This is an optimization exercise on Yosys and OpenROAD, whose aim is small area, a short achievable clock period and few clock cycles per item, not a production implementation. The RTL was checked by simulation tests, not by an equivalence proof against the original design.

==> flow/flow/run.sh <==
#!/bin/bash
# Standard layout, with the port buffers made of buf_1 cells instead of the default.
set -euo pipefail
bash standard.sh "BUFFER_PORTS_ARGS=-buffer_cell sky130_fd_sc_hd__buf_1" finish > standard_flow.log 2>&1
==> flow/standard.sh <==
#!/bin/bash
# synth_recipe.tcl (not shown) runs the flow's synth.tcl, then flattens the netlist and writes it again
# the make line also repeats each setting of config.mk as NAME=value (left out here)
make -C /OpenROAD-flow-scripts/flow DESIGN_CONFIG=/design/flow/config.mk WORK_HOME=/design/flow/orfs CLKGATE_MAP_FILE= SYNTH_SCRIPT=/design/flow/synth_recipe.tcl "${@:-finish}"
==> flow/config.mk <==
export PLATFORM = sky130hd
export DESIGN_NAME = cordic_sqrt_seq
export DESIGN_NICKNAME = cordic_sqrt_seq
export VERILOG_FILES = /design/flow/design.v
export SDC_FILE = /design/flow/constraint.sdc
export NUM_CORES = 4
export LEC_CHECK = 0
export CAP_MARGIN = 20
export CORE_MARGIN = 2
export CORE_UTILIZATION = 40
export CTS_BUF_LIST = sky130_fd_sc_hd__clkbuf_8
export SETUP_SLACK_MARGIN = 2.2
export SLEW_MARGIN = 20
==> flow/constraint.sdc <==
create_clock -name core_clock -period 6.0 [get_ports {clk}]
set_input_delay 1.2000 -clock core_clock [delete_from_list [all_inputs] [get_ports {clk}]]
set_output_delay 1.2000 -clock core_clock [all_outputs]
set_load 0.01 [all_outputs]
==> flow/design.v <==
module mult(
 clk,
 rstx,
 mcand_is_signed,
 mlier_is_signed,
 start,
 mcand,
 mlier,
 prod,
 busy
);
parameter BW_CNT = 3,    
          BW_MCAND = 3,
          BW_MLIER = 4;
input                          clk;
input                          rstx;
input                          mcand_is_signed;
input                          mlier_is_signed;
input                          start;
input           [BW_MCAND-1:0] mcand;
input           [BW_MLIER-1:0] mlier;
output [BW_MCAND+BW_MLIER-1:0] prod;
output                         busy;
reg [BW_CNT-1:0] cnt;
wire cnt_eq_0 = (cnt == {BW_CNT{1'b0}});
always @(posedge clk or negedge rstx)
  if (~rstx)         cnt <= {BW_CNT{1'b0}};
  else if (start)    cnt <= BW_MLIER;
  else if (cnt_eq_0) cnt <= {BW_CNT{1'b0}};
  else               cnt <= cnt - {{(BW_CNT-1){1'b0}}, 1'd1};
wire cnt_eq_1 = (cnt == {{(BW_CNT-1){1'b0}}, 1'd1});
assign busy = ~cnt_eq_0;
wire last_stage_1 = cnt_eq_1 & mlier_is_signed;
reg [BW_MCAND+BW_MLIER-1:0] prod;
wire [BW_MCAND-1:0] prod1 = (prod[0] ? mcand : {BW_MCAND{1'b0}});
wire [BW_MCAND:0] sum = {   cnt_eq_1
                          ? mcand_is_signed | mlier_is_signed
                          : 1'b0
                        , prod[BW_MCAND+BW_MLIER-1:BW_MLIER] }
                      + { 1'b0
                        ,   {BW_MCAND{last_stage_1}}
                          ^ { prod1[BW_MCAND-1] ^ mcand_is_signed
                            , prod1[BW_MCAND-2:0] } }
                      + {{BW_MCAND{1'b0}}, last_stage_1};
always @(posedge clk or negedge rstx)
  if (~rstx)          prod <= {(BW_MCAND+BW_MLIER){1'b0}};
  else if (start)     prod <= {mcand_is_signed, {(BW_MCAND-1){1'b0}}, mlier};
  else if (~cnt_eq_0) prod <= {sum, prod[BW_MLIER-1:1]};
endmodule
module cordic_sqrt_seq (
 input         rstx,
 input         clk,
 input         start,
 input  [15:0] din,
 output        busy,
 output [15:0] dout
);
reg  [4:0] cnt;
wire [4:0] ncnt = start ? 5'd1 :
                  ((cnt == 5'd17) || (cnt == 5'd0)) ? 5'd0 : cnt + 5'd1;
always @(posedge clk or negedge rstx)
  if (!rstx) cnt <= 5'd0;
  else       cnt <= ncnt;
assign busy = (cnt != 5'd0);
reg [7:0] selx_n;   
reg [7:0] sely_n;   
reg       mm_n;     
reg       cord_n;   
reg       yx_n;     
always @(*) begin
  sely_n = 8'b00000001;
  case (ncnt)
  5'd1: sely_n = 8'b00000001;
  5'd2: sely_n = 8'b00000010;
  5'd3: sely_n = 8'b00000100;
  5'd4: sely_n = 8'b00001000;
  5'd5: sely_n = 8'b00001000;
  5'd6: sely_n = 8'b00010000;
  5'd7: sely_n = 8'b00100000;
  5'd8: sely_n = 8'b01000000;
  5'd9: sely_n = 8'b10000000;
  default: sely_n = 8'b00000001;
  endcase
  mm_n = 1'b0;
  case (ncnt)
  5'd10: begin selx_n = 8'b00000001; mm_n = 1'b0; end
  5'd11: begin selx_n = 8'b00000100; mm_n = 1'b1; end
  5'd12: begin selx_n = 8'b00001000; mm_n = 1'b1; end
  5'd13: begin selx_n = 8'b00000100; mm_n = 1'b0; end
  5'd14: begin selx_n = 8'b00000010; mm_n = 1'b0; end
  5'd15: begin selx_n = 8'b00000010; mm_n = 1'b1; end
  5'd16: begin selx_n = 8'b00000010; mm_n = 1'b1; end
  5'd17: begin selx_n = 8'b00000010; mm_n = 1'b0; end
  default: selx_n = sely_n;
  endcase
  cord_n = (ncnt != 5'd0) && (ncnt <= 5'd9);
  yx_n   = (ncnt >= 5'd9);
end
reg [7:0] selx, sely;
reg       cord, yx, rnd;
always @(posedge clk) begin
  selx <= selx_n;
  sely <= sely_n;
  cord <= cord_n;
  yx   <= yx_n;
  rnd  <= (ncnt == 5'd11);
end
reg  [20:0] X;
reg  [20:0] Y;
wire [28:0] yext = {{8{Y[20]}}, Y};
wire [28:0] xext = {8'd0, X};
reg  [20:0] ysh, xsh;
integer i, k;
always @(*) begin
  for (i = 0; i < 21; i = i + 1) begin
    ysh[i] = 1'b0;
    xsh[i] = 1'b0;
    for (k = 0; k < 8; k = k + 1) begin
      ysh[i] = ysh[i] | (selx[k] & yext[i + k + 1]);
      xsh[i] = xsh[i] | (sely[k] & xext[i + k + 1]);
    end
  end
  ysh[18] = ysh[18] | rnd;
end
reg         mx, cx, my;
wire [20:0] xsum, ysum;
pfx_add #(.W(21)) u_xadd (.a(X), .b(ysh ^ {21{mx}}), .ci(cx), .s(xsum));
pfx_add #(.W(21)) u_yadd (.a(Y), .b(xsh ^ {21{my}}), .ci(my), .s(ysum));
wire [20:0] x0 = {{1'b0, din} + 17'h02000, 4'd0};
wire [20:0] y0 = {{1'b0, din} - 17'h02000, 4'd0};
wire        ny_pos = start ? ~y0[20] : busy ? ~(yx ? xsum[20] : ysum[20]) : ~Y[20];
always @(posedge clk) begin
  mx <= cord_n ? ny_pos : mm_n;
  cx <= cord_n & ny_pos;
  my <= ny_pos;
end
always @(posedge clk)
  if (start) begin
    X <= x0;
    Y <= y0;
  end else if (busy) begin
    if (cord) X <= xsum;
    Y <= yx ? xsum : ysum;
  end
assign dout = Y[19:4];
endmodule
module pfx_add #(parameter W = 21) (
 input  [W-1:0] a,
 input  [W-1:0] b,
 input          ci,
 output [W-1:0] s
);
wire [W-1:0] p0 = a ^ b;
reg  [W:0]   g, p, gn, pn;
integer i, d;
always @(*) begin
  g = {a & b, ci};
  p = {p0, 1'b0};
  for (d = 1; d < W + 1; d = d * 2) begin
    gn = g;
    pn = p;
    for (i = d; i < W + 1; i = i + 1) begin
      gn[i] = g[i] | (p[i] & g[i - d]);
      pn[i] = p[i] & p[i - d];
    end
    g = gn;
    p = pn;
  end
end
assign s = p0 ^ g[W-1:0];
endmodule
==> run summary, run 1 <==
----------------------------------------------------
[Outcome]
  Status ... finished clean

[Timing]
  Crit path time final ... 3.68 ns
  Setup repair after global routing missed its margin ... true
  Post-layout worst setup margin ... ~2.3 ns
  Relative max-transition margin ... 37.3%
  Finish-stage setup viols ... 0
  Period utilisation layout ... ~60%
  Clock skew after layout ... about 0.012 ns
  Hold slack final ... 0.505 ns
  Worst Max-Slew Pin Slew ... 0.934 ns
  Total Neg Setup Slack ... 0 ns
  Number of slew-limit violations in the final report ... 0
  Achievable frequency ... 0.271 GHz
  Final number of hold-violating endpoints ... 0

[Floorplanning]
  Area of the core ... 16500 µm²
  Area of the die ... 17900 µm²
  I/O pin total ... 36
  Horizontal die dimension ... 134 µm
  Initial core utilization ... 40.9%
  Std-Cell Rows ... 47
  Die Y ... between 100 and 150 µm

[GRT]
  GRT Total Usage ... between 20% and 30%
  Global-route wire length before repair ... 34.1 mm
  Pin count of the biggest net entering global routing ... 21
  Number of antenna violations at the first check in global routing ... 0
  Via count of the first global-routing pass ... 6085
  Overall overflow remaining after global route ... 0

[Min path]
  Endpoint of the worst hold path ... Y[0]
  Hold path start ... Y[0]
  Hold Crit Depth ... 2
  Min-delay worst type ... reg2reg

[Worst setup path]
  Required time of the critical path ... approximately 6.1 ns
  FF-to-FF setup slack ... 2.32 ns
  Critical Path Source Type ... flop
  Source of the worst register-to-register timing path ... selx[4]
  Number of cells on the worst reg-to-reg path ... 11
  Crit. End Element ... flop
  Biggest fanout along the worst timing path ... 16
  Critical path start-end classification ... reg2reg
  FF-to-FF End ... Y[20]
  Worst path arrival time ... 3.80 ns

[Logic synthesis]
  Distinct cell type count after synthesis ... 69
  Number of enable flip-flop cells after synthesis ... 34
  Total standard cell area after synthesis ... 6750 µm²
  Top flip-flop cell by instance count after synthesis ... sky130_fd_sc_hd__edfxtp_1
  Post-synthesis cell count ... 819
  Post-synthesis net count ... around 880
  Fraction of the yosys area taken by sequential cells ... 25.9%
  Dominant cells by area after synthesis ... sky130_fd_sc_hd__edfxtp_1, sky130_fd_sc_hd__a22oi_1, sky130_fd_sc_hd__dfxtp_1
  Synth warnings ... 2
  Number of synthesized register bits ... 69
  Average cell area after synthesis ... 8.24 µm²
  Async set-reset flop share out of synthesis ... about 7.2%
  Post-synthesis cell type with the largest combined area ... sky130_fd_sc_hd__edfxtp_1
  Yosys top cell area share ... ~15%

[Job]
  Maximum capacitance violations ... 0

[Final layout]
  Syn-to-layout area delta ... 6.80%
  Commonest non-fill, non-tap cell in the layout ... sky130_fd_sc_hd__a22oi_1
  Final nets ... 873
  Diodes inserted ... 0
  Most frequent cells in the layout ... sky130_fd_sc_hd__a22oi_1, sky130_fd_sc_hd__nand2_1, sky130_fd_sc_hd__xor2_1, sky130_fd_sc_hd__nor2_1, sky130_fd_sc_hd__a21oi_1
  Fillers ... 1659
  Fraction of final layout cells with drive strength greater than 1 ... roughly 10%
  Post-route core utilization ... 43.6%
  Non-filler instance count after layout ... 1033

[Clock network]
  Maximum count of clock buffers along a single path ... 2
  CTS H-tree depth ... 3
  Number of buffers created by CTS ... 9
  Reg clk slew, reported paths ... approximately 0.080 ns
  Count of clock tree sinks ... 69
  Clock tree from TritonCTS ... yes
  CTS Root Cell ... sky130_fd_sc_hd__clkbuf_8
  Clock Latency Late Sink ... 0.38 ns

[Drt]
  DRC violation total after the first TritonRoute iteration ... slightly above 800
  Vias ... ~6600
  Antenna viol nets, final ... 0
  Number of search-and-repair iterations in the first detailed-routing pass ... 5
  Final wirelength ... 22.3 mm
  Vias per cell ... approximately 6.4
  Final routed wire length divided by cell count ... 21.6 µm
  DRC ... 0

[Placement]
  Pre-CTS setup slack ... 2.07 ns
  Count of buffers inserted at the top-level ports ... 35
  Total placed cells including tap cells ... 993
  Post-DP HPWL ... 16.4 mm
  Routability-driven placement congestion ratio ... 0.928

----------------------------------------------------
[sequential cells by signal (all words and copies together), names as in the netlist, 5 cells and up]
| register | cells |
|---|---|
| selx | 8 |
| X | 21 |
| Y | 21 |
| sely | 8 |
| cnt | 5 |
[worst max-delay path, stage by stage, from the launching register on]
cell                       delay (ns)
sky130_fd_sc_hd__dfxtp_2         0.42
sky130_fd_sc_hd__or4_4           0.58
sky130_fd_sc_hd__or4_4           0.44
sky130_fd_sc_hd__o21ai_2         0.17
sky130_fd_sc_hd__xor2_2          0.23
sky130_fd_sc_hd__inv_1           0.07
sky130_fd_sc_hd__ha_1            0.32
sky130_fd_sc_hd__and4_1          0.23
sky130_fd_sc_hd__a21oi_1         0.15
sky130_fd_sc_hd__nand2_1         0.13
sky130_fd_sc_hd__o211ai_1        0.24
sky130_fd_sc_hd__or3b_4          0.44
[Yosys cell counts, drive strengths merged, types with 30 or more instances]
library cell and instances:
nand4 31, nand2 61, a21oi 49, buf 35, a22oi 115, dfxtp 30
nor2 47, o21ai 48, xor2 61, clkbuf 49, edfxtp 34, ha 45
[cell families (layout without fill, tap and decap cells)]
family	count (synthesis)	in the layout	share of synthesized area [%]
multiplexers	5	5	0.760
buffers and inverters	103	97	6.63
AO/OA/AOI/OAI	314	314	32.6
XOR/XNOR	88	88	11.6
flip-flops	69	69	25.9
adder cells (fa/ha/maj)	46	46	8.64
AND/OR/NAND/NOR	194	194	13.9
[final cells by class]
type	instances	area (µm²)	area share [%]
Clock inverter	6	33.8	0.469
Inverter	19	71.3	0.989
Timing Repair Buffer	62	329	4.56
Tap cell	220	275	3.82
Sequential cell	69	1770	24.5
Clock buffer	10	138	1.91
Multi-Input combinational cell	647	4600	63.8
[how the worst max path moves through the flow]
stage                 start  endpoint  slack, ns
detailed placement  selx[0]     Y[20]       2.07
CTS                 selx[4]     Y[20]       2.21
finish              selx[4]     Y[20]       2.32
floorplan                mx     Y[20]       2.31
global route           X[8]     Y[20]       2.15
global placement    selx[0]     X[18]       2.14
[metal layers]
metal,share of wire (%),up-vias,track usage (%)
met5,0,-,0
met4,2.9,0,8.75
met3,6.2,40,3.70
met2,48,315,41.1
met1,43,3150,32.0
li1,-,3086,-
[stage by stage]
stage / area, µm²
6_report: 7210
5_1_grt: 7210
4_1_cts: 7000
3_5_place_dp: 6810
3_3_place_gp: 6810
2_1_floorplan: 6750
[what timing repair did]
item	4_1_cts	5_1_grt
hold buffers	0	0
setup endpoints to repair	8	17
gates cloned	0	0
pin swaps	0	1
buffers inserted	0	24
gates resized for setup	6	20
Testbench counts, summed over its fixed seeds: cycles 144,000, items 8,000.
==> run 2: changes to the inputs <==
--- a/flow/config.mk
+++ b/flow/config.mk
@@ -9,5 +9,6 @@
 export CORE_MARGIN = 2
 export CORE_UTILIZATION = 40
 export CTS_BUF_LIST = sky130_fd_sc_hd__clkbuf_8
+export PLACE_DENSITY = 0.6
 export SETUP_SLACK_MARGIN = 2.2
 export SLEW_MARGIN = 20
==> run 2 against run 1 <==
Net effect: still clean on timing, DRC and antenna; synthesized cell count did not move; wire length did not move; die area is the same; utilization unchanged; first-iteration DRC count unchanged; largest cell class unchanged; critical path depth stayed put; clock skew unchanged; non-clock buffer count unchanged; fmax unchanged; area after synthesis unchanged.
==> run summary, run 2 <==
----------------------------------------------------
[Outcome]
  Status ... finished clean (unchanged)

[Min path]
  Min-delay worst type ... reg2reg (unchanged)

[Floorplanning]
  I/O pin total ... 36 (unchanged)
  Area of the core ... 16500 µm² (unchanged)
  Horizontal die dimension ... 134 µm (unchanged)
  Initial core utilization ... 40.9% (unchanged)
  Die Y ... 134 µm (unchanged)
  Std-Cell Rows ... 47 (unchanged)
  Area of the die ... 17900 µm² (unchanged)

[Timing]
  Finish-stage setup viols ... 0 (unchanged)
  Hold slack final ... 0.505 ns (unchanged)
  Crit path time final ... 3.68 ns (unchanged)
  Relative max-transition margin ... 37.3% (unchanged)
  Setup repair after global routing missed its margin ... true (unchanged)
  Period utilisation layout ... 61.4% (unchanged)
  Clock skew after layout ... 0.0116 ns (unchanged)
  Achievable frequency ... 0.271 GHz (unchanged)
  Total Neg Setup Slack ... 0 ns (unchanged)
  Number of slew-limit violations in the final report ... 0 (unchanged)
  Final number of hold-violating endpoints ... 0 (unchanged)
  Worst Max-Slew Pin Slew ... 0.934 ns (unchanged)

[Final layout]
  Diodes inserted ... 0 (unchanged)
  Largest registers ... X: 21 flops, Y: 21 flops (unchanged)
  Syn-to-layout area delta ... 6.80% (unchanged)
  Most frequent cells in the layout ... sky130_fd_sc_hd__a22oi_1, sky130_fd_sc_hd__nand2_1, sky130_fd_sc_hd__xor2_1, sky130_fd_sc_hd__nor2_1, sky130_fd_sc_hd__a21oi_1 (unchanged)
  Final nets ... 873 (unchanged)
  Design area ... 7210 µm² (unchanged)
  Commonest non-fill, non-tap cell in the layout ... sky130_fd_sc_hd__a22oi_1 (unchanged)
  Fraction of final layout cells with drive strength greater than 1 ... 9.72% (unchanged)
  Non-filler instance count after layout ... 1033 (unchanged)

[Drt]
  Number of search-and-repair iterations in the first detailed-routing pass ... 5 (unchanged)
  DRC ... 0 (unchanged)
  Vias ... 6591 (unchanged)
  DRC violation total after the first TritonRoute iteration ... 809 (unchanged)
  Final routed wire length divided by cell count ... 21.6 µm (unchanged)
  Final wirelength ... 22.3 mm (unchanged)
  Antenna viol nets, final ... 0 (unchanged)
  Vias per cell ... 6.38 (unchanged)

[GRT]
  GRT Total Usage ... 24.5% (unchanged)
  Most congested layer reported by global routing ... met2 (unchanged)
  Met3 demand-to-capacity share in global routing ... 3.70% (unchanged)
  Number of antenna violations at the first check in global routing ... 0 (unchanged)
  Global-route wire length before repair ... 34.1 mm (unchanged)
  Overall overflow remaining after global route ... 0 (unchanged)
  Met1 demand-to-capacity share in global routing ... 32.0% (unchanged)
  Via count of the first global-routing pass ... 6085 (unchanged)
  Met2 routing resource usage after global routing ... 41.1% (unchanged)
  Pin count of the biggest net entering global routing ... 21 (unchanged)

[Logic synthesis]
  Number of enable flip-flop cells after synthesis ... 34 (unchanged)
  Yosys top cell area share ... 15.1% (unchanged)
  Distinct cell type count after synthesis ... 69 (unchanged)
  Top flip-flop cell by instance count after synthesis ... sky130_fd_sc_hd__edfxtp_1 (unchanged)
  Post-synthesis cell count ... 819 (unchanged)
  Fraction of the yosys area taken by sequential cells ... 25.9% (unchanged)
  Async set-reset flop share out of synthesis ... 7.25% (unchanged)
  Top cell types by occurrence after synthesis ... sky130_fd_sc_hd__a22oi_1, sky130_fd_sc_hd__nand2_1, sky130_fd_sc_hd__xor2_1 (unchanged)
  Average cell area after synthesis ... 8.24 µm² (unchanged)
  Total standard cell area after synthesis ... 6750 µm² (unchanged)
  Number of synthesized register bits ... 69 (unchanged)
  Library cell with the highest instance count after synthesis ... sky130_fd_sc_hd__a22oi_1 (unchanged)
  Dominant cells by area after synthesis ... sky130_fd_sc_hd__edfxtp_1, sky130_fd_sc_hd__a22oi_1, sky130_fd_sc_hd__dfxtp_1 (unchanged)
  Post-synthesis cell type with the largest combined area ... sky130_fd_sc_hd__edfxtp_1 (unchanged)
  Synth warnings ... 2 (unchanged)
  Post-synthesis net count ... 884 (unchanged)

[Placement]
  Post-Place Cell Area ... 6810 µm² (unchanged)
  Routability-driven placement congestion ratio ... 0.928 (unchanged)
  Total placed cells including tap cells ... 993 (unchanged)
  Post-DP HPWL ... 16.4 mm (unchanged)
  Count of buffers inserted at the top-level ports ... 35 (unchanged)

[Worst setup path]
  Critical Path Source Type ... flop (unchanged)
  Critical path's most frequent cell ... sky130_fd_sc_hd__or4_4 (unchanged)
  Number of cells on the worst reg-to-reg path ... 11 (unchanged)
  Source of the worst register-to-register timing path ... selx[4] (unchanged)
  Worst path arrival time ... 3.80 ns (about the same)
  End point of the critical path ... Y[20] (unchanged)
  Required time of the critical path ... 6.12 ns (about the same)
  FF-to-FF End ... Y[20] (unchanged)
  Largest incremental delay on the critical path ... 0.58 ns (about the same)
  Biggest fanout along the worst timing path ... 16 (unchanged)
  Crit-path slowest cell ... sky130_fd_sc_hd__or4_4 (unchanged)
  CP Launch Point ... selx[4] (unchanged)
  Critical path start-end classification ... reg2reg (unchanged)
  Critical Path, Cell by Cell ... or4_4 -> or4_4 -> o21ai_2 -> xor2_2 -> inv_1 -> ha_1 -> and4_1 -> a21oi_1 -> nand2_1 -> o211ai_1 -> or3b_4 (unchanged)
  Crit. End Element ... flop (unchanged)
  FF-to-FF setup slack ... 2.32 ns (about the same)

[Clock network]
  Reg clk slew, reported paths ... 0.08 ns (about the same)
  Hold bufs inserted after CTS ... 0 (unchanged)
  Number of buffers created by CTS ... 9 (unchanged)
  Maximum count of clock buffers along a single path ... 2 (unchanged)
  CTS H-tree depth ... 3 (unchanged)
  CTS Root Cell ... sky130_fd_sc_hd__clkbuf_8 (unchanged)
  Clock tree from TritonCTS ... yes (unchanged)
  Count of clock tree sinks ... 69 (unchanged)
  Clock Latency Late Sink ... 0.38 ns (about the same)

[Job]
  Maximum capacitance violations ... 0 (unchanged)

----------------------------------------------------
## run 2: cell counts after synthesis
Identical to the previous run, type by type.
## run 2: logic make-up after synthesis
group / Yosys count / synth area share (%)
AO/OA/AOI/OAI: 314 / 32.6
AND/OR/NAND/NOR: 194 / 13.9
buffers and inverters: 103 / 6.63
XOR/XNOR: 88 / 11.6
flip-flops: 69 / 25.9
adder cells (fa/ha/maj): 46 / 8.64
multiplexers: 5 / 0.760
## run 2: routing by layer
layer	routed length, µm	share of wire, %
met5	0	0
met4	650	2.9
met3	1390	6.2
met2	10600	48
met1	9600	43
## run 2: area by class of cell
class	instances	area, µm²
Fill cell	1659	9310
Multi-Input combinational cell	647	4600
Sequential cell	69	1770
Timing Repair Buffer	62	329
Tap cell	220	275
Clock buffer	10	138
Inverter	19	71.3
Clock inverter	6	33.8
## run 2: critical path, delay by kind of cell (launching register included)
| kind | cells | cell delay (ns) |
|---|---|---|
| buffers and inverters | 1 | 0.07 |
| AND/OR/NAND/NOR | 5 | 1.82 |
| flip-flops | 1 | 0.42 |
| AO/OA/AOI/OAI | 3 | 0.56 |
| adder cells (fa/ha/maj) | 1 | 0.32 |
| XOR/XNOR | 1 | 0.23 |
## run 2: stage by stage
step	util (%)	setup slack (ns)
finish	43.6	2.32
global route	43.6	2.15
floorplan	-	2.31
CTS	42.4	2.21
detailed placement	41.2	2.07
global placement	41.2	2.14
## run 2: what timing repair did
item                       4_1_cts  5_1_grt
setup endpoints to repair        8       17
setup buffers                    0       24
hold endpoints to repair         0        0
gates resized for setup          6       20
pin swaps                        0        1
## run 2: how the worst min path moves through the flow
stage,from,to,slack (ns),depth (start not counted)
floorplan,Y[0],Y[0],0.46,2
global placement,Y[0],Y[0],0.48,2
detailed placement,Y[0],Y[0],0.49,2
CTS,Y[0],Y[0],0.50,2
global route,Y[0],Y[0],0.53,2
finish,Y[0],Y[0],0.50,2
==> run 3: changes to the inputs <==
--- a/flow/config.mk
+++ b/flow/config.mk
@@ -9,6 +9,6 @@
 export CORE_MARGIN = 2
 export CORE_UTILIZATION = 40
 export CTS_BUF_LIST = sky130_fd_sc_hd__clkbuf_8
-export PLACE_DENSITY = 0.6
 export SETUP_SLACK_MARGIN = 2.2
 export SLEW_MARGIN = 20
+export TNS_END_PERCENT = 50
==> run 3 against run 2 <==
Net effect: still clean; clock skew did not move; die area did not move; fmax did not move; cell count did not move; clock-buffer cell count did not move.
==> run summary, run 3 <==
----------------------------------------------------
[Outcome]
  Status ... finished clean (unchanged)

[Logic synthesis]
  Complex-gate fraction of the synthesized area ... 32.6% (unchanged)
  Fraction of the mapped netlist area in simple logic gates ... 13.9% (unchanged)
  Number of enable flip-flop cells after synthesis ... 34 (unchanged)
  Number of synthesized register bits ... 69 (unchanged)
  Yosys top cell area share ... 15.1% (unchanged)
  Fraction of the yosys area taken by sequential cells ... 25.9% (unchanged)
  Async set-reset flop share out of synthesis ... 7.25% (unchanged)
  Dominant cells by area after synthesis ... sky130_fd_sc_hd__edfxtp_1, sky130_fd_sc_hd__a22oi_1, sky130_fd_sc_hd__dfxtp_1 (unchanged)
  Xor-xnor portion of the synthesized cell area ... 11.6% (unchanged)
  Adder-cell share of the synthesized area ... 8.64% (unchanged)
  Combinational family with the most area after synthesis ... compound AO/OA/AOI/OAI gates (unchanged)
  Post-synthesis cell count ... 819 (unchanged)
  Synth warnings ... 2 (unchanged)
  Distinct cell type count after synthesis ... 69 (unchanged)
  Top cell types by occurrence after synthesis ... sky130_fd_sc_hd__a22oi_1, sky130_fd_sc_hd__nand2_1, sky130_fd_sc_hd__xor2_1 (unchanged)
  Average cell area after synthesis ... 8.24 µm² (unchanged)
  Multiplexer fraction of the synthesized cell area ... 0.760% (unchanged)
  Post-synthesis cell type with the largest combined area ... sky130_fd_sc_hd__edfxtp_1 (unchanged)
  Library cell with the highest instance count after synthesis ... sky130_fd_sc_hd__a22oi_1 (unchanged)
  Total standard cell area after synthesis ... 6750 µm² (unchanged)
  Top flip-flop cell by instance count after synthesis ... sky130_fd_sc_hd__edfxtp_1 (unchanged)
  Post-synthesis net count ... 884 (unchanged)

[Timing]
  Relative max-transition margin ... 37.3% (unchanged)
  Finish-stage setup viols ... 0 (unchanged)
  Final number of hold-violating endpoints ... 0 (unchanged)
  Total Neg Setup Slack ... 0 ns (unchanged)
  Crit path time final ... 3.68 ns (unchanged)
  Period utilisation layout ... 61.4% (unchanged)
  Setup repair after global routing missed its margin ... true (unchanged)
  Achievable frequency ... 0.271 GHz (unchanged)
  Worst Max-Slew Pin Slew ... 0.934 ns (unchanged)
  Clock skew after layout ... 0.0116 ns (unchanged)
  Number of slew-limit violations in the final report ... 0 (unchanged)

[Clock network]
  Clock Latency Late Sink ... 0.38 ns (about the same)
  CTS H-tree depth ... 3 (unchanged)
  Clock tree from TritonCTS ... yes (unchanged)
  Hold bufs inserted after CTS ... 0 (unchanged)
  Maximum count of clock buffers along a single path ... 2 (unchanged)
  Count of clock tree sinks ... 69 (unchanged)
  Number of buffers created by CTS ... 9 (unchanged)
  CTS Root Cell ... sky130_fd_sc_hd__clkbuf_8 (unchanged)
  Reg clk slew, reported paths ... 0.08 ns (about the same)

[Worst setup path]
  Required time of the critical path ... 6.12 ns (about the same)
  Number of cells on the worst reg-to-reg path ... 11 (unchanged)
  Source of the worst register-to-register timing path ... selx[4] (unchanged)
  Critical path's most frequent cell ... sky130_fd_sc_hd__or4_4 (unchanged)
  Crit. End Element ... flop (unchanged)
  CP Launch Point ... selx[4] (unchanged)
  FF-to-FF setup slack ... 2.32 ns (about the same)
  FF-to-FF End ... Y[20] (unchanged)
  Largest incremental delay on the critical path ... 0.58 ns (about the same)
  Biggest fanout along the worst timing path ... 16 (unchanged)
  Critical Path, Cell by Cell ... or4_4 -> or4_4 -> o21ai_2 -> xor2_2 -> inv_1 -> ha_1 -> and4_1 -> a21oi_1 -> nand2_1 -> o211ai_1 -> or3b_4 (unchanged)
  Crit-path slowest cell ... sky130_fd_sc_hd__or4_4 (unchanged)
  Critical Path Source Type ... flop (unchanged)
  Worst path arrival time ... 3.80 ns (about the same)
  End point of the critical path ... Y[20] (unchanged)
  Critical path start-end classification ... reg2reg (unchanged)

[Drt]
  DRC ... 0 (unchanged)
  Final wirelength ... 22.3 mm (unchanged)
  Antenna viol nets, final ... 0 (unchanged)
  Number of search-and-repair iterations in the first detailed-routing pass ... 5 (unchanged)
  Final routed wire length divided by cell count ... 21.6 µm (unchanged)
  Vias per cell ... 6.38 (unchanged)
  DRC violation total after the first TritonRoute iteration ... 809 (unchanged)
  Vias ... 6591 (unchanged)

[Final layout]
  Final nets ... 873 (unchanged)
  Design area ... 7210 µm² (unchanged)
  Most frequent cells in the layout ... sky130_fd_sc_hd__a22oi_1, sky130_fd_sc_hd__nand2_1, sky130_fd_sc_hd__xor2_1, sky130_fd_sc_hd__nor2_1, sky130_fd_sc_hd__a21oi_1 (unchanged)
  Largest registers ... X: 21 flops, Y: 21 flops (unchanged)
  Non-filler instance count after layout ... 1033 (unchanged)
  Syn-to-layout area delta ... 6.80% (unchanged)
  Commonest non-fill, non-tap cell in the layout ... sky130_fd_sc_hd__a22oi_1 (unchanged)
  Diodes inserted ... 0 (unchanged)
  Fraction of final layout cells with drive strength greater than 1 ... 9.72% (unchanged)

[Floorplanning]
  I/O pin total ... 36 (unchanged)
  Horizontal die dimension ... 134 µm (unchanged)
  Area of the die ... 17900 µm² (unchanged)
  Initial core utilization ... 40.9% (unchanged)
  Area of the core ... 16500 µm² (unchanged)
  Std-Cell Rows ... 47 (unchanged)
  Die Y ... 134 µm (unchanged)

[GRT]
  Overall overflow remaining after global route ... 0 (unchanged)
  Global-route wire length before repair ... 34.1 mm (unchanged)
  Number of antenna violations at the first check in global routing ... 0 (unchanged)
  Via count of the first global-routing pass ... 6085 (unchanged)
  GRT Total Usage ... 24.5% (unchanged)
  Pin count of the biggest net entering global routing ... 21 (unchanged)

[Min path]
  Min-delay worst type ... reg2reg (unchanged)

[Placement]
  Post-Place Cell Area ... 6810 µm² (unchanged)
  Total placed cells including tap cells ... 993 (unchanged)
  Count of buffers inserted at the top-level ports ... 35 (unchanged)
  Post-DP HPWL ... 16.4 mm (unchanged)
  Routability-driven placement congestion ratio ... 0.928 (unchanged)

[Job]
  Maximum capacitance violations ... 0 (unchanged)

----------------------------------------------------
[run 3: cell counts after synthesis]
No cell type changed its count.
[run 3: final cells by class]
class                           count  area [µm²]
Inverter                           19        71.3
Tap cell                          220         275
Clock buffer                       10         138
Multi-Input combinational cell    647        4600
Timing Repair Buffer               62         329
Sequential cell                    69        1770
Clock inverter                      6        33.8
Fill cell                        1659        9310
[run 3: critical path: cells and delay by family, from the launching register on]
family	cells	cell delay, ns
fa+ha+maj	1	0.32
xor+xnor	1	0.23
simple gates	5	1.82
buf+inv	1	0.07
flops	1	0.42
compound gates	3	0.56
[run 3: worst min path at each step]
stage,depth (start not counted),endpoint,startpoint
after floorplan,2,Y[0],Y[0]
after global placement,2,Y[0],Y[0]
after detailed placement,2,Y[0],Y[0]
after CTS,2,Y[0],Y[0]
after global routing,2,Y[0],Y[0]
final,2,Y[0],Y[0]
[run 3: metal layers]
metal / GRT usage, % / up-vias / share of wire, % / routed length [µm]
li1: - / 3086 / - / -
met1: 32.0 / 3150 / 43 / 9600
met2: 41.1 / 315 / 48 / 10600
met3: 3.70 / 40 / 6.2 / 1390
met4: 8.75 / 0 / 2.9 / 650
met5: 0 / - / 0 / 0
[run 3: what timing repair did]
| item | CTS | global route |
|---|---|---|
| gates resized for setup | 6 | 20 |
| setup buffers | 0 | 24 |
| gates cloned | 0 | 0 |
| endpoints found under the setup margin | 8 | 17 |
| pin swaps | 0 | 1 |
[run 3: logic make-up (layout without fill, tap and decap cells)]
group,Yosys count,in the layout
AO/OA/AOI/OAI,314,314
flip-flops,69,69
multiplexers,5,5
AND/OR/NAND/NOR,194,194
buffers and inverters,103,97
XOR/XNOR,88,88
adder cells (fa/ha/maj),46,46
[run 3: metrics by stage]
stage | utilization (%) | worst slack (ns) | hold WS, ns
6_report | 43.6 | 2.32 | 0.505
4_1_cts | 42.4 | 2.21 | 0.501
2_1_floorplan | - | 2.31 | 0.459
3_5_place_dp | 41.2 | 2.07 | 0.490
3_3_place_gp | 41.2 | 2.14 | 0.485
5_1_grt | 43.6 | 2.15 | 0.525
==> run 4: changes to the inputs <==
--- a/flow/config.mk
+++ b/flow/config.mk
@@ -9,6 +9,6 @@
 export CORE_MARGIN = 2
 export CORE_UTILIZATION = 40
 export CTS_BUF_LIST = sky130_fd_sc_hd__clkbuf_8
+export GPL_ROUTABILITY_DRIVEN = 0
 export SETUP_SLACK_MARGIN = 2.2
 export SLEW_MARGIN = 20
-export TNS_END_PERCENT = 50
==> run 4 against run 3 <==
Net effect: die area unchanged; worst setup slack gained 0.014 ns; non-clock buffer count up 9; global-route usage is 0.10 points lower; cell count increased by 0.87%; critical endpoint unchanged; via count up 2.3%; design area grew 2.4%.
==> run summary, run 4 <==
----------------------------------------------------
[GRT]
  Pin count of the biggest net entering global routing ... 21 (unchanged)
  Via count of the first global-routing pass ... 6064 (was 6085)
  GRT Total Usage ... 24.4% (was 24.5%)
  Overall overflow remaining after global route ... 0 (unchanged)
  Number of antenna violations at the first check in global routing ... 0 (unchanged)
  Global-route wire length before repair ... 34.2 mm (was 34.1 mm)

[Clock network]
  Count of clock tree sinks ... 69 (unchanged)
  Maximum count of clock buffers along a single path ... 2 (unchanged)
  Clock tree from TritonCTS ... yes (unchanged)
  Clock Latency Late Sink ... 0.37 ns (was 0.38 ns)
  Reg clk slew, reported paths ... 0.09 ns (was 0.08 ns)
  Hold bufs inserted after CTS ... 0 (unchanged)
  CTS H-tree depth ... 3 (unchanged)
  Number of buffers created by CTS ... 9 (unchanged)
  CTS Root Cell ... sky130_fd_sc_hd__clkbuf_8 (unchanged)

[Timing]
  Setup repair after global routing missed its margin ... false (was true)
  Final number of hold-violating endpoints ... 0 (unchanged)
  Period utilisation layout ... 61.2% (was 61.4%)
  Worst Max-Slew Pin Slew ... 1.01 ns (was 0.934 ns)
  Finish-stage setup viols ... 0 (unchanged)
  Crit path time final ... 3.67 ns (was 3.68 ns)
  Clock skew after layout ... 0.0163 ns (was 0.0116 ns)
  Relative max-transition margin ... 31.9% (was 37.3%)
  Achievable frequency ... 0.272 GHz (was 0.271 GHz)
  Number of slew-limit violations in the final report ... 0 (unchanged)
  Total Neg Setup Slack ... 0 ns (unchanged)

[Logic synthesis]
  Library cell with the highest instance count after synthesis ... sky130_fd_sc_hd__a22oi_1 (unchanged)
  Yosys top cell area share ... 15.1% (unchanged)
  Top cell types by occurrence after synthesis ... sky130_fd_sc_hd__a22oi_1, sky130_fd_sc_hd__nand2_1, sky130_fd_sc_hd__xor2_1 (unchanged)
  Number of synthesized register bits ... 69 (unchanged)
  Async set-reset flop share out of synthesis ... 7.25% (unchanged)
  Average cell area after synthesis ... 8.24 µm² (unchanged)
  Post-synthesis net count ... 884 (unchanged)
  Synth warnings ... 2 (unchanged)
  Dominant cells by area after synthesis ... sky130_fd_sc_hd__edfxtp_1, sky130_fd_sc_hd__a22oi_1, sky130_fd_sc_hd__dfxtp_1 (unchanged)
  Post-synthesis cell count ... 819 (unchanged)
  Fraction of the yosys area taken by sequential cells ... 25.9% (unchanged)
  Distinct cell type count after synthesis ... 69 (unchanged)
  Number of enable flip-flop cells after synthesis ... 34 (unchanged)
  Top flip-flop cell by instance count after synthesis ... sky130_fd_sc_hd__edfxtp_1 (unchanged)
  Post-synthesis cell type with the largest combined area ... sky130_fd_sc_hd__edfxtp_1 (unchanged)
  Total standard cell area after synthesis ... 6750 µm² (unchanged)

[Floorplanning]
  Area of the die ... 17900 µm² (unchanged)
  Die Y ... 134 µm (unchanged)
  Initial core utilization ... 40.9% (unchanged)
  I/O pin total ... 36 (unchanged)
  Std-Cell Rows ... 47 (unchanged)
  Area of the core ... 16500 µm² (unchanged)
  Horizontal die dimension ... 134 µm (unchanged)

[Final layout]
  Fillers ... 1657 (was 1659)
  Fraction of final layout cells with drive strength greater than 1 ... 11.6% (was 9.72%)
  Largest registers ... X: 21 flops, Y: 21 flops (unchanged)
  Most frequent cells in the layout ... sky130_fd_sc_hd__a22oi_1, sky130_fd_sc_hd__nand2_1, sky130_fd_sc_hd__xor2_1, sky130_fd_sc_hd__nor2_1, sky130_fd_sc_hd__a21oi_1 (unchanged)
  Syn-to-layout area delta ... 9.34% (was 6.80%)
  Multi-input logic area ... 4640 µm² (was 4600 µm²)
  Diodes inserted ... 0 (unchanged)
  Final nets ... 882 (was 873)
  Total area of sequential cells ... 1770 µm² (about the same)
  Commonest non-fill, non-tap cell in the layout ... sky130_fd_sc_hd__a22oi_1 (unchanged)
  Non-filler instance count after layout ... 1042 (was 1033)

[Worst setup path]
  Critical path's most frequent cell ... sky130_fd_sc_hd__or4_4 (unchanged)
  Biggest fanout along the worst timing path ... 16 (unchanged)
  Largest incremental delay on the critical path ... 0.59 ns (was 0.58 ns)
  Crit-path slowest cell ... sky130_fd_sc_hd__or4_4 (unchanged)
  Number of cells on the worst reg-to-reg path ... 11 (unchanged)
  CP delay by family, top ... simple AND/OR/NAND/NOR gates (unchanged)
  Levels on crit path ... 11 (unchanged)
  Crit. End Element ... flop (unchanged)
  Worst path arrival time ... 3.79 ns (was 3.80 ns)
  Critical Path Source Type ... flop (unchanged)
  Critical path start-end classification ... reg2reg (unchanged)
  Critical Path, Cell by Cell ... or4_4 -> or4_4 -> o21ai_2 -> xor2_2 -> inv_1 -> ha_1 -> and4_1 -> a21oi_1 -> nand2_1 -> o211ai_1 -> or3b_4 (unchanged)
  Required time of the critical path ... 6.12 ns (about the same)
  Buffers plus inverters on the worst setup path ... 1 (unchanged)

[Drt]
  Vias ... 6743 (was 6591)
  Final wirelength ... 22.4 mm (was 22.3 mm)
  DRC ... 0 (unchanged)
  Vias per cell ... 6.47 (was 6.38)
  DRC violation total after the first TritonRoute iteration ... 806 (was 809)
  Antenna viol nets, final ... 0 (unchanged)
  Final routed wire length divided by cell count ... 21.5 µm (was 21.6 µm)
  Number of search-and-repair iterations in the first detailed-routing pass ... 6 (was 5)

[Placement]
  Count of buffers inserted at the top-level ports ... 35 (unchanged)
  Total placed cells including tap cells ... 993 (unchanged)
  Post-DP HPWL ... 16.4 mm (about the same)

[Outcome]
  Status ... finished clean (unchanged)

[Min path]
  Hold Crit Depth ... 2 (unchanged)
  Min-delay worst type ... reg2reg (unchanged)

[Job]
  Maximum capacitance violations ... 0 (unchanged)

----------------------------------------------------
[run 4: cell count changes in the layout (fill, tap and decap cells not counted), sizes merged]
cell and delta:
buf +9, bufinv +2, clkbuf -1, inv -1
[run 4: cell families after synthesis]
kind of cell | share of synthesized area, %
AO/OA/AOI/OAI | 32.6
AND/OR/NAND/NOR | 13.9
buffers and inverters | 6.63
adder cells (fa/ha/maj) | 8.64
XOR/XNOR | 11.6
flip-flops | 25.9
multiplexers | 0.760
[run 4: area by class of cell]
| cell class | count | area share, % |
|---|---|---|
| multi-input cells | 647 | 62.9 |
| flip-flops and latches | 69 | 23.9 |
| repair buffers | 71 | 5.44 |
| clock buffers | 9 | 1.68 |
| well taps | 220 | 3.73 |
| clock inverters | 7 | 1.34 |
| inverters | 19 | 0.966 |
[run 4: worst min-delay path, cell delays in order (launching register included)]
cell                      delay (ns)
sky130_fd_sc_hd__dfxtp_1        0.34
sky130_fd_sc_hd__nand2_1        0.06
sky130_fd_sc_hd__a21oi_1        0.05
[run 4: what timing repair did]
item | in CTS | in global routing
pin swaps | 0 | 5
resized for setup | 6 | 25
setup buffers | 0 | 33
setup endpoints to repair | 8 | 13
[run 4: path summary, 6_finish.rpt]
path | startpoint | end | slack (ns)
min reg2reg | Y[0] | Y[0] | 0.50
max reg2reg | selx[4] | Y[20] | 2.33
min in group asynchronous | rstx | cnt[1] | 0.66
max in group asynchronous | rstx | cnt[3] | 5.15
min | Y[0] | Y[0] | 0.50
max | selx[4] | Y[20] | 2.33
[run 4: routing by layer]
| layer | up-vias | global-route usage (%) | share of wire (%) |
|---|---|---|---|
| met1 | 3264 | 32.3 | 44 |
| met5 | - | 0 | 0 |
| met3 | 31 | 3.02 | 6.1 |
| li1 | 3109 | - | - |
| met2 | 339 | 41.9 | 49 |
| met4 | 0 | 6.74 | 1.6 |
[run 4: metrics by stage]
stage / util, % / hold slack, ns / cell area [µm²] / worst slack, ns
global placement: 41.2 / 0.485 / 6810 / 2.15
detailed placement: 41.2 / 0.490 / 6810 / 2.07
CTS: 42.7 / 0.503 / 7050 / 2.24
floorplan: - / 0.459 / 6750 / 2.31
global route: 44.7 / 0.548 / 7380 / 2.18
finish: 44.7 / 0.502 / 7380 / 2.33
==> run 5: changes to the inputs <==
--- a/flow/config.mk
+++ b/flow/config.mk
@@ -9,6 +9,5 @@
 export CORE_MARGIN = 2
 export CORE_UTILIZATION = 40
 export CTS_BUF_LIST = sky130_fd_sc_hd__clkbuf_8
-export GPL_ROUTABILITY_DRIVEN = 0
-export SETUP_SLACK_MARGIN = 2.2
+export SETUP_SLACK_MARGIN = 2.1
 export SLEW_MARGIN = 20
==> run 5 against run 4 <==
Net effect: hold slack better by 0.0041 ns; fmax is 1.5% lower; clock-buffer cell count is 1 higher; critical path depth is 1 lower; largest cell class unchanged; cell count is 2.0% lower; design area is 3.7% lower; die area stayed put; area after synthesis stayed put.
==> run summary, run 5 <==
----------------------------------------------------
[GRT]
  Overall overflow remaining after global route ... 0 (unchanged)
  Global-route wire length before repair ... 34.1 mm (was 34.2 mm)
  GRT Total Usage ... 24.5% (was 24.4%)
  Number of antenna violations at the first check in global routing ... 0 (unchanged)
  Pin count of the biggest net entering global routing ... 21 (unchanged)
  Via count of the first global-routing pass ... 6081 (was 6064)

[Drt]
  Vias per cell ... 6.37 (was 6.47)
  Number of search-and-repair iterations in the first detailed-routing pass ... 6 (unchanged)
  DRC ... 0 (unchanged)
  Vias ... 6504 (was 6743)
  DRC violation total after the first TritonRoute iteration ... 873 (was 806)
  Final routed wire length divided by cell count ... 21.5 µm (about the same)
  Antenna viol nets, final ... 0 (unchanged)
  Final wirelength ... 21.9 mm (was 22.4 mm)

[Final layout]
  Final nets ... 861 (was 882)
  Fraction of final layout cells with drive strength greater than 1 ... 7.74% (was 11.6%)
  Syn-to-layout area delta ... 5.28% (was 9.34%)
  Fillers ... 1666 (was 1657)
  Most frequent cells in the layout ... sky130_fd_sc_hd__a22oi_1, sky130_fd_sc_hd__nand2_1, sky130_fd_sc_hd__xor2_1, sky130_fd_sc_hd__a21oi_1, sky130_fd_sc_hd__nor2_1 (was sky130_fd_sc_hd__a22oi_1, sky130_fd_sc_hd__nand2_1, sky130_fd_sc_hd__xor2_1, sky130_fd_sc_hd__nor2_1, sky130_fd_sc_hd__a21oi_1)
  Largest registers ... X: 21 flops, Y: 21 flops (unchanged)
  Diodes inserted ... 0 (unchanged)
  Design area ... 7110 µm² (was 7380 µm²)
  Commonest non-fill, non-tap cell in the layout ... sky130_fd_sc_hd__a22oi_1 (unchanged)

[Timing]
  Finish-stage setup viols ... 0 (unchanged)
  Relative max-transition margin ... 36.1% (was 31.9%)
  Clock skew after layout ... 0.0104 ns (was 0.0163 ns)
  Number of slew-limit violations in the final report ... 0 (unchanged)
  Worst Max-Slew Pin Slew ... 0.952 ns (was 1.01 ns)
  Final number of hold-violating endpoints ... 0 (unchanged)
  Achievable frequency ... 0.268 GHz (was 0.272 GHz)
  Crit path time final ... 3.73 ns (was 3.67 ns)
  Total Neg Setup Slack ... 0 ns (unchanged)
  Setup repair after global routing missed its margin ... false (unchanged)
  Period utilisation layout ... 62.1% (was 61.2%)

[Logic synthesis]
  Number of synthesized register bits ... 69 (unchanged)
  Async set-reset flop share out of synthesis ... 7.25% (unchanged)
  Dominant cells by area after synthesis ... sky130_fd_sc_hd__edfxtp_1, sky130_fd_sc_hd__a22oi_1, sky130_fd_sc_hd__dfxtp_1 (unchanged)
  Post-synthesis cell type with the largest combined area ... sky130_fd_sc_hd__edfxtp_1 (unchanged)
  Library cell with the highest instance count after synthesis ... sky130_fd_sc_hd__a22oi_1 (unchanged)
  Total standard cell area after synthesis ... 6750 µm² (unchanged)
  Yosys top cell area share ... 15.1% (unchanged)
  Average cell area after synthesis ... 8.24 µm² (unchanged)
  Top flip-flop cell by instance count after synthesis ... sky130_fd_sc_hd__edfxtp_1 (unchanged)
  Post-synthesis cell count ... 819 (unchanged)
  Top cell types by occurrence after synthesis ... sky130_fd_sc_hd__a22oi_1, sky130_fd_sc_hd__nand2_1, sky130_fd_sc_hd__xor2_1 (unchanged)
  Distinct cell type count after synthesis ... 69 (unchanged)
  Number of enable flip-flop cells after synthesis ... 34 (unchanged)
  Post-synthesis net count ... 884 (unchanged)
  Fraction of the yosys area taken by sequential cells ... 25.9% (unchanged)
  Synth warnings ... 2 (unchanged)

[Placement]
  Post-Place Cell Area ... 6810 µm² (unchanged)
  Routability-driven placement congestion ratio ... about 0.93
  Count of buffers inserted at the top-level ports ... 35 (unchanged)
  Post-DP HPWL ... 16.4 mm (about the same)

[Clock network]
  Maximum count of clock buffers along a single path ... 2 (unchanged)
  Reg clk slew, reported paths ... 0.08 ns (was 0.09 ns)
  CTS H-tree depth ... 3 (unchanged)
  CTS Root Cell ... sky130_fd_sc_hd__clkbuf_8 (unchanged)
  Clock tree from TritonCTS ... yes (unchanged)
  Count of clock tree sinks ... 69 (unchanged)
  Number of buffers created by CTS ... 9 (unchanged)
  Clock Latency Late Sink ... 0.38 ns (was 0.37 ns)

[Worst setup path]
  Critical path start-end classification ... reg2reg (unchanged)
  Critical Path Source Type ... flop (unchanged)
  Worst path arrival time ... 3.84 ns (was 3.79 ns)
  FF-to-FF setup slack ... 2.27 ns (was 2.33 ns)
  Largest incremental delay on the critical path ... 0.58 ns (was 0.59 ns)
  Crit-path slowest cell ... sky130_fd_sc_hd__edfxtp_1 (was sky130_fd_sc_hd__or4_4)
  Critical Path, Cell by Cell ... a22oi_1 -> nand4_1 -> xor2_1 -> ha_1 -> a2111oi_0 -> o21ai_1 -> a2111oi_4 -> a211oi_2 -> o211ai_1 -> or3b_4 (was or4_4 -> or4_4 -> o21ai_2 -> xor2_2 -> inv_1 -> ha_1 -> and4_1 -> a21oi_1 -> nand2_1 -> o211ai_1 -> or3b_4)
  Required time of the critical path ... 6.12 ns (about the same)
  CP delay by family, top ... compound AO/OA/AOI/OAI gates (was simple AND/OR/NAND/NOR gates)
  Crit. End Element ... flop (unchanged)
  Buffers plus inverters on the worst setup path ... 0 (was 1)
  Biggest fanout along the worst timing path ... 8 (was 16)

[Floorplanning]
  I/O pin total ... 36 (unchanged)
  Initial core utilization ... 40.9% (unchanged)
  Die Y ... 134 µm (unchanged)
  Area of the die ... 17900 µm² (unchanged)
  Std-Cell Rows ... 47 (unchanged)
  Horizontal die dimension ... 134 µm (unchanged)
  Area of the core ... 16500 µm² (unchanged)

[Outcome]
  Status ... finished clean (unchanged)

[Job]
  Maximum capacitance violations ... 0 (unchanged)

[Min path]
  Min-delay worst type ... reg2reg (unchanged)

----------------------------------------------------
[run 5: path summary, 6_finish.rpt]
check / from / end / cells past startpoint
min in group asynchronous: rstx / cnt[1] / 1
max: Y[6] / Y[20] / 10
max reg2reg: Y[6] / Y[20] / 10
min reg2reg: Y[0] / Y[0] / 2
min: Y[0] / Y[0] / 2
max in group asynchronous: rstx / cnt[4] / 1
[run 5: cell type report]
cell class | instances | area (µm²) | share of cell area [%]
multi-input combinational | 647 | 4580 | 64.5
tap | 220 | 275 | 3.87
clock inverter | 6 | 33.8 | 0.475
sequential | 69 | 1760 | 24.8
inverter | 19 | 71.3 | 1.00
clock buffer | 10 | 138 | 1.94
timing repair buffer | 50 | 244 | 3.43
[run 5: cells by family (layout without fill, tap and decap cells)]
group	after synthesis	in the layout	share of synthesized area [%]
AO/OA/AOI/OAI	314	314	32.6
AND/OR/NAND/NOR	194	194	13.9
buffers and inverters	103	85	6.63
XOR/XNOR	88	88	11.6
flip-flops	69	69	25.9
adder cells (fa/ha/maj)	46	46	8.64
multiplexers	5	5	0.760
[run 5: repair_timing]
item	4_1_cts	5_1_grt
pin swaps	0	0
buffers inserted	0	12
hold buffers	0	0
gates resized for setup	2	16
setup endpoints to repair	4	17
[run 5: worst min-delay path, delay by kind of cell, from the launching register on]
family / cells / cell delay (ns)
AND/OR/NAND/NOR: 1 / 0.07
flip-flops: 1 / 0.34
AO/OA/AOI/OAI: 1 / 0.05
[run 5: metrics by stage]
| stage | instances | hold slack (ns) | setup WS, ns | util (%) |
|---|---|---|---|---|
| global route | 1021 | 0.525 | 2.07 | 43.0 |
| detailed placement | 993 | 0.490 | 2.07 | 41.2 |
| floorplan | 819 | 0.459 | 2.31 | - |
| CTS | 1009 | 0.501 | 2.10 | 42.3 |
| global placement | 993 | 0.485 | 2.14 | 41.2 |
| finish | 1021 | 0.506 | 2.27 | 43.0 |
[run 5: routing by layer]
metal | vias up | GRT usage, % | part of all wire (%)
met4 | 0 | 8.75 | 2.6
met2 | 298 | 41.1 | 48
met5 | - | 0 | 0
met1 | 3101 | 32.0 | 44
li1 | 3068 | - | -
met3 | 37 | 3.70 | 5.9
==> run 6: changes to the inputs <==
--- a/flow/config.mk
+++ b/flow/config.mk
@@ -7,7 +7,7 @@
 export LEC_CHECK = 0
 export CAP_MARGIN = 20
 export CORE_MARGIN = 2
-export CORE_UTILIZATION = 40
+export CORE_UTILIZATION = 65
 export CTS_BUF_LIST = sky130_fd_sc_hd__clkbuf_8
 export SETUP_SLACK_MARGIN = 2.1
 export SLEW_MARGIN = 20
==> run 6 against run 5 <==
Net effect: critical path depth increased by 4; first-iteration DRC count increased by 72%; cell count fell by 6.8%; utilization is 27 points higher; worst setup slack worse by 0.065 ns; clock skew up 0.0065 ns; clock-buffer cell count is 1 lower; hold slack better by 0.042 ns; sequential share of layout area decreased by 0.051 points; critical path type unchanged; largest cell class unchanged; highest routed layer unchanged.
==> run summary, run 6 <==
----------------------------------------------------
[Outcome]
  Status ... finished clean (unchanged)

[Drt]
  Vias per cell ... 7.31 (was 6.37)
  DRC ... 0 (unchanged)
  Final wirelength ... 22.5 mm (was 21.9 mm)
  Antenna viol nets, final ... 0 (unchanged)
  Vias ... 6960 (was 6504)
  DRC violation total after the first TritonRoute iteration ... 1498 (was 873)
  Final routed wire length divided by cell count ... 23.7 µm (was 21.5 µm)
  Number of search-and-repair iterations in the first detailed-routing pass ... 11 (was 6)

[Job]
  Maximum capacitance violations ... 0 (unchanged)

[Logic synthesis]
  Post-synthesis cell type with the largest combined area ... sky130_fd_sc_hd__edfxtp_1 (unchanged)
  Fraction of the yosys area taken by sequential cells ... 25.9% (unchanged)
  Number of enable flip-flop cells after synthesis ... 34 (unchanged)
  Distinct cell type count after synthesis ... 69 (unchanged)
  Top flip-flop cell by instance count after synthesis ... sky130_fd_sc_hd__edfxtp_1 (unchanged)
  Yosys top cell area share ... 15.1% (unchanged)
  Total standard cell area after synthesis ... 6750 µm² (unchanged)
  Library cell with the highest instance count after synthesis ... sky130_fd_sc_hd__a22oi_1 (unchanged)
  Post-synthesis net count ... 884 (unchanged)
  Post-synthesis cell count ... 819 (unchanged)
  Async set-reset flop share out of synthesis ... 7.25% (unchanged)
  Synth warnings ... 2 (unchanged)
  Dominant cells by area after synthesis ... sky130_fd_sc_hd__edfxtp_1, sky130_fd_sc_hd__a22oi_1, sky130_fd_sc_hd__dfxtp_1 (unchanged)
  Number of synthesized register bits ... 69 (unchanged)
  Top cell types by occurrence after synthesis ... sky130_fd_sc_hd__a22oi_1, sky130_fd_sc_hd__nand2_1, sky130_fd_sc_hd__xor2_1 (unchanged)
  Average cell area after synthesis ... 8.24 µm² (unchanged)

[Clock network]
  Clock tree from TritonCTS ... yes (unchanged)
  Maximum count of clock buffers along a single path ... 2 (unchanged)
  Clock Latency Late Sink ... 0.38 ns (about the same)
  Count of clock tree sinks ... 69 (unchanged)
  Hold bufs inserted after CTS ... 0 (unchanged)
  CTS H-tree depth ... 3 (unchanged)
  Number of buffers created by CTS ... 9 (unchanged)
  Reg clk slew, reported paths ... 0.09 ns (was 0.08 ns)
  CTS Root Cell ... sky130_fd_sc_hd__clkbuf_8 (unchanged)

[Final layout]
  Fraction of final layout cells with drive strength greater than 1 ... 10.0% (was 7.74%)
  Post-route core utilization ... 70.3% (was 43.0%)
  Fillers ... 849 (was 1666)
  Most frequent cells in the layout ... sky130_fd_sc_hd__a22oi_1, sky130_fd_sc_hd__nand2_1, sky130_fd_sc_hd__xor2_1, sky130_fd_sc_hd__a21oi_1, sky130_fd_sc_hd__nor2_1 (unchanged)
  Diodes inserted ... 0 (unchanged)
  Largest registers ... X: 21 flops, Y: 21 flops (unchanged)
  Final nets ... 876 (was 861)
  Commonest non-fill, non-tap cell in the layout ... sky130_fd_sc_hd__a22oi_1 (unchanged)
  Syn-to-layout area delta ... 6.02% (was 5.28%)
  Non-filler instance count after layout ... 952 (was 1021)

[Timing]
  Worst Max-Slew Pin Slew ... 0.987 ns (was 0.952 ns)
  Setup repair after global routing missed its margin ... true (was false)
  Number of slew-limit violations in the final report ... 0 (unchanged)
  Finish-stage setup viols ... 0 (unchanged)
  Clock skew after layout ... 0.0169 ns (was 0.0104 ns)
  Period utilisation layout ... 63.2% (was 62.1%)
  Relative max-transition margin ... 34.0% (was 36.1%)
  Final number of hold-violating endpoints ... 0 (unchanged)
  Hold slack final ... 0.548 ns (was 0.506 ns)
  Crit path time final ... 3.79 ns (was 3.73 ns)
  Achievable frequency ... 0.264 GHz (was 0.268 GHz)
  Total Neg Setup Slack ... 0 ns (unchanged)

[Placement]
  Count of buffers inserted at the top-level ports ... 35 (unchanged)
  Total placed cells including tap cells ... 912 (was 993)
  Post-DP HPWL ... 16.2 mm (was 16.4 mm)
  Routability-driven placement congestion ratio ... 0.992 (was 0.928)

[GRT]
  GRT Total Usage ... 40.0% (was 24.5%)
  Global-route wire length before repair ... 34.8 mm (was 34.1 mm)
  Pin count of the biggest net entering global routing ... 25 (was 21)
  Number of antenna violations at the first check in global routing ... 0 (unchanged)
  Via count of the first global-routing pass ... 6371 (was 6081)
  Overall overflow remaining after global route ... 0 (unchanged)

[Floorplanning]
  Initial core utilization ... 66.3% (was 40.9%)
  Area of the die ... 11200 µm² (was 17900 µm²)
  Horizontal die dimension ... 106 µm (was 134 µm)
  Area of the core ... 10200 µm² (was 16500 µm²)
  I/O pin total ... 36 (unchanged)
  Die Y ... 106 µm (was 134 µm)
  Std-Cell Rows ... 37 (was 47)

[Worst setup path]
  Biggest fanout along the worst timing path ... 7 (was 8)
  Crit. End Element ... flop (unchanged)
  Critical Path Source Type ... flop (unchanged)
  Worst path arrival time ... 3.88 ns (was 3.84 ns)
  Required time of the critical path ... 6.09 ns (was 6.12 ns)
  Critical path start-end classification ... reg2reg (unchanged)

[Min path]
  Min-delay worst type ... reg2reg (unchanged)

----------------------------------------------------
## run 6: through the flow
| stage | setup WS (ns) | instance area [µm²] |
|---|---|---|
| 6_report | 2.21 | 7160 |
| 5_1_grt | 2.05 | 7160 |
| 4_1_cts | 2.18 | 6940 |
| 3_5_place_dp | 2.00 | 6720 |
| 3_3_place_gp | 2.02 | 6720 |
| 2_1_floorplan | 2.31 | 6750 |
## run 6: worst paths after layout
check                           start  endpoint  slack (ns)  cells after the start
worst min-delay path             Y[0]      Y[0]        0.55                      2
min in group asynchronous        rstx    cnt[3]        0.67                      1
worst max-delay path            Y[11]     Y[18]        2.21                     14
worst min register to register   Y[0]      Y[0]        0.55                      2
worst max register to register  Y[11]     Y[18]        2.21                     14
max in group asynchronous        rstx    cnt[2]        5.13                      1
## run 6: area by class of cell
class	count	area, µm²	area share (%)
Clock buffer	9	124	1.73
Clock inverter	7	73.8	1.03
Inverter	19	71.3	0.996
Multi-Input combinational cell	647	4590	64.1
Sequential cell	69	1770	24.8
Tap cell	136	170	2.38
Timing Repair Buffer	65	357	4.98
## run 6: critical path: stages, from the launching register on
cell,delay (ns)
sky130_fd_sc_hd__edfxtp_1,0.54
sky130_fd_sc_hd__buf_4,0.22
sky130_fd_sc_hd__a22oi_1,0.19
sky130_fd_sc_hd__nand4_1,0.13
sky130_fd_sc_hd__xor2_1,0.16
sky130_fd_sc_hd__ha_1,0.35
sky130_fd_sc_hd__a21o_1,0.23
sky130_fd_sc_hd__a21o_1,0.17
sky130_fd_sc_hd__a21o_1,0.22
sky130_fd_sc_hd__a2111oi_4,0.35
sky130_fd_sc_hd__buf_4,0.20
sky130_fd_sc_hd__a211oi_1,0.10
sky130_fd_sc_hd__o22ai_1,0.24
sky130_fd_sc_hd__xor2_1,0.26
sky130_fd_sc_hd__o211ai_1,0.14
## run 6: cell families after synthesis
group | synth area share [%]
adders and majority gates | 8.64
muxes | 0.760
DFF | 25.9
buffers and inverters | 6.63
and+or+nand+nor | 13.9
xor gates and xnor gates | 11.6
AOI/OAI and AO/OA | 32.6
## run 6: what timing repair did
action                     CTS  global route
gates cloned                 0             0
setup endpoints to repair    7            14
gates resized for setup      9            14
pin swaps                    0             1
buffers inserted             0            24
## run 6: metal layers
layer | GRT usage (%) | part of all wire (%) | up-vias
met1 | 56.0 | 40 | 3204
met4 | 16.0 | 3.6 | 0
met3 | 11.4 | 15 | 83
met2 | 58.2 | 42 | 583
met5 | 0 | 0 | -
li1 | - | - | 3090

afterwards: timing with drivers on the ports:
How much do the figures lean on ideal ports? The routed layouts below were timed once more, with nothing changed but the port constraints.
Step 1 (the two cells are an assumption about what drives the block):
set clk [get_ports {clk}]
set_driving_cell -lib_cell sky130_fd_sc_hd__clkbuf_16 $clk
set_driving_cell -lib_cell sky130_fd_sc_hd__buf_2 [delete_from_list [all_inputs] $clk]
Step 2 adds t to the input delays and takes it off the output delays; t is the mean of the earliest and latest rising clock arrival at the registers after step 1. Input paths then give back, and output paths get back, about the clock's delay inside the block.
Three values: ideal ports, drivers, drivers and shift; two values: the first two.
run	t (ns)	slack for setup (ns)	hold slack, ns	slew at the worst register clock pin (ns)	worst slew at a driven data input, ns
run 1	0.414	2.315 / 2.315 / 2.315	0.505 / 0.505 / 0.505	0.09 / 0.09	0.03
run 2	0.414	2.315 / 2.315 / 2.315	0.505 / 0.505 / 0.505	0.09 / 0.09	0.03
run 3	0.414	2.315 / 2.315 / 2.315	0.505 / 0.505 / 0.505	0.09 / 0.09	0.03
run 4	0.403	2.329 / 2.329 / 2.229	0.502 / 0.502 / 0.502	0.09 / 0.09	0.04
run 5	0.411	2.274 / 2.274 / 2.274	0.506 / 0.506 / 0.506	0.08 / 0.08	0.03
run 6	0.403	2.208 / 2.208 / 2.208	0.548 / 0.548 / 0.548	0.09 / 0.09	0.06
After both steps setup and hold are still met in every run listed. The setup slack of run 4, which loses most, moves by 0.000 ns with the drivers and by -0.100 ns with both steps.
